Source: an optimization exercise on an open RTL-to-GDS flow (aim: small area). Production flows keep margins and buffers that such runs may drop.
In this exercise RTL edits were held to simulation tests only and were not proved equivalent to the original.
Power figures rest on the tool's default switching activity, not on a simulated workload.

Setup of job 3105:
## bmd_display_engine
module bmd_display_engine (
    input  wire        clk,
    input  wire        aresetn,
    input  wire        init_done,
    input  wire [31:0] fb_start_address,
    output wire [31:0] m_axi_araddr,
    output wire [7:0]  m_axi_arlen,
    output wire        m_axi_arvalid,
    input  wire        m_axi_arready,
    input  wire [63:0] m_axi_rdata,
    input  wire        m_axi_rlast,
    input  wire        m_axi_rvalid,
    output wire        m_axi_rready,
    output wire [7:0]  red,
    output wire [7:0]  green,
    output wire [7:0]  blue,
    output wire        hsyncx,
    output wire        vsyncx,
    output wire        display_enable
);
export LEC_CHECK = 0
export CAP_MARGIN = 20
export CORE_MARGIN = 2
export CORE_UTILIZATION = 65
export SLEW_MARGIN = 20
export SYNTH_MEMORY_MAX_BITS = 16384
create_clock -name core_clock -period 10.0 [get_ports {clk}]
standard.sh (not shown) runs the stock make flow with config.mk's settings and CLKGATE_MAP_FILE= SYNTH_SCRIPT=/design/flow/synth_recipe.tcl, a recipe that flattens the netlist after the stock synthesis.
==> flow/flow/run.sh <==
#!/bin/bash
# Layout: the standard flow (standard.sh) with these changes:
#  - after the standard synthesis, its combinational cells are re-mapped for
#    area by Yosys/ABC (flow/reopt.ys); every flip-flop keeps its name and cell
#  - ports are buffered with buf_1 instead of the default buffer cell
#  - clock tree: no dummy loads, clkbuf_8 with larger sink clusters
# Each tool's output goes to a log file in this folder (ORFS's own logs are
# under orfs/logs).
set -euo pipefail
export BUFFER_PORTS_ARGS="-buffer_cell sky130_fd_sc_hd__buf_1"
export CTS_ARGS="-sink_clustering_enable -repair_clock_nets -dont_use_dummy_load -buf_list sky130_fd_sc_hd__clkbuf_8 -sink_clustering_size 20 -sink_clustering_max_diameter 50"
R=orfs/results/$FLOW_PLATFORM/bmd_display_engine/base
LIB=$FLOW_HOME/platforms/$FLOW_PLATFORM/lib/sky130_fd_sc_hd__tt_025C_1v80.lib
bash standard.sh synth > make_synth.log 2>&1
cp $R/1_2_yosys.v std_synth.v
sed -e "s#@LIB@#$LIB#g" -e "s#@IN@#std_synth.v#" -e "s#@OUT@#reopt.v#" \
    -e "s#@TOP@#$FLOW_TOP#" -e "s#@STAT@#reopt_stat.txt#" flow/reopt.ys > reopt.ys
yosys -s reopt.ys > yosys_reopt.log 2>&1
# the flip-flops must be the standard synthesis's, by name and cell
grep -E '^ *sky130_fd_sc_hd__[a-z]*df[a-z0-9_]* ' std_synth.v | sort > ff_std.txt
grep -E '^ *sky130_fd_sc_hd__[a-z]*df[a-z0-9_]* ' reopt.v | sort > ff_reopt.txt
cmp ff_std.txt ff_reopt.txt
cp reopt.v $R/1_2_yosys.v
bash standard.sh finish > make_finish.log 2>&1
==> flow/flow/reopt.ys <==
# Re-map the combinational cells of the standard synthesis for area.
# Registers (all flip-flop cells) are kept as they are, with their names.
read_liberty -ignore_miss_func @LIB@
read_verilog @IN@
hierarchy -top @TOP@
setattr -mod -set keep_hierarchy 1 sky130_fd_sc_hd__*df* sky130_fd_sc_hd__*dl*
flatten
# names of the flattened cells' pins would alias the ports
rename -hide w:*.*
opt_clean
abc -liberty @LIB@ -dont_use sky130_fd_sc_hd__lpflow_* -dont_use sky130_fd_sc_hd__probe* -script +strash;dc2;dch,-f;amap;topo
splitnets
opt_clean -purge
hilomap -singleton -hicell sky130_fd_sc_hd__conb_1 HI -locell sky130_fd_sc_hd__conb_1 LO
insbuf -buf sky130_fd_sc_hd__buf_4 A X
tee -o @STAT@ stat -liberty @LIB@
delete sky130_fd_sc_hd__*
write_verilog -noattr -nohex -nodec @OUT@
### job 3105 -> job 2389
- CORE_UTILIZATION: 65 -> 72
--- a/flow/flow/run.sh
+++ b/flow/flow/run.sh
@@ -10,3 +10,3 @@
 export BUFFER_PORTS_ARGS="-buffer_cell sky130_fd_sc_hd__buf_1"
-export CTS_ARGS="-sink_clustering_enable -repair_clock_nets -dont_use_dummy_load -buf_list sky130_fd_sc_hd__clkbuf_8 -sink_clustering_size 20 -sink_clustering_max_diameter 50"
+export CTS_ARGS="-sink_clustering_enable -repair_clock_nets -dont_use_dummy_load -buf_list sky130_fd_sc_hd__clkbuf_8 -sink_clustering_size 22 -sink_clustering_max_diameter 60"
 R=orfs/results/$FLOW_PLATFORM/bmd_display_engine/base
--- outcome ---
On power drawn by the combinational cells: job 2389 sits above job 3105.
Job 2389 completed every stage of the flow, and the final layout passed the timing, design-rule and antenna checks.
Clock tree cell share of total cell area came out lower on job 2389 than on job 3105.
Higher routability congestion estimate among job 3105 and job 2389: job 2389
Inputs modified between job 2389 and job 1463:
- CORE_UTILIZATION changed from 72 to 65
## What came out
Having completed the whole flow, job 1463 delivered a layout that passed the timing, design-rule and antenna checks. Looking at job 1463 and job 2389, the fraction of power consumed by combinational cells is a wash. Going from job 2389 to job 1463, wire length shows a reduction of 9.9%, global-route wire length before repair moved down. Setup slack in job 1463 is 64 ps higher than in job 2389. Going from job 2389 to job 1463, all-layer global routing usage shrinks by 3.5 points. In terms of count of vias placed by the detailed router, job 1463 and job 2389 differ only marginally. Taking job 2389 as the reference, in job 1463 cell area has remained practically unchanged; area inside the core boundary has increased. The lower total power of the final layout came out of job 1463.
> inputs changed (job 1463 -> job 7903)
- PLACE_DENSITY: unset -> 0.85
### Flow results
On final critical-path required period, job 1463 beats job 7903.
When job 7903 is measured against job 1463, its tightest hold margin turns out 10 ps higher.
Wire length on met2, job 1463 and job 7903: larger value in job 7903
Job 7903 against job 1463: met3 track demand over resource picked up an extra 0.27 points, transition at the pin with the smallest max-transition slack did not really move, final critical-path setup slack decreased 96 ps.
The summed area of non-filler cells in the final layout of job 7903 and that of job 1463 are within noise of each other.
The maximum VDD drop of job 7903 was superior to that of job 1463.
On layout-stage area growth over the synthesis result, job 1463 and job 7903 are neck and neck.
What job 6978 does differently from job 7903 at the input level:
- PLACE_DENSITY: 0.85 -> unset
- CORE_UTILIZATION: 65 -> 55
==> results.txt <==
Job 6978 finished every step from synthesis to the final layout, and the layout passed the timing, design-rule and antenna checks.
The clock network fraction of total power number comes out lower for job 7903 vs job 6978.
Going from job 7903 to job 6978, post-DP HPWL fell 14%, global-route wire length before repair down 1200 um.
Die outline area (lower): job 7903
Taking job 7903 as the reference, in job 6978 clock-buffer cell count has increased, static leakage has remained practically unchanged, total length of routed wires has decreased.

[what the ideal ports hide]
The flow's constraints put no driver on any port. The routed layouts listed below were extracted and timed again, unchanged, in two steps. Step 1, drivers: a clkbuf_16 drives clk and a buf_2 each remaining input, both assumed. Step 2 also shifts input and output timing later by t, the mid clock arrival at the registers, as if the neighbouring blocks saw the same clock. Slacks: ideal / step 1 / step 2; pairs: ideal / step 1.
| run | shift t [ns] | setup slack, ns | hold WS [ns] | worst data-port slew with drivers (ns) |
|---|---|---|---|---|
| job 3105 | 0.596 | 4.560 / 4.537 / 4.537 | 0.272 / 0.272 / 0.272 | 0.06 |
| job 2389 | 0.584 | 4.496 / 4.474 / 4.474 | 0.303 / 0.303 / 0.303 | 0.07 |
| job 1463 | 0.601 | 4.560 / 4.537 / 4.537 | 0.297 / 0.297 / 0.297 | 0.06 |
| job 7903 | 0.600 | 4.464 / 4.442 / 4.442 | 0.307 / 0.307 / 0.307 | 0.06 |
| job 6978 | 0.603 | 4.546 / 4.524 / 4.524 | 0.279 / 0.279 / 0.279 | 0.06 |
After both steps every run listed still meets setup and hold.
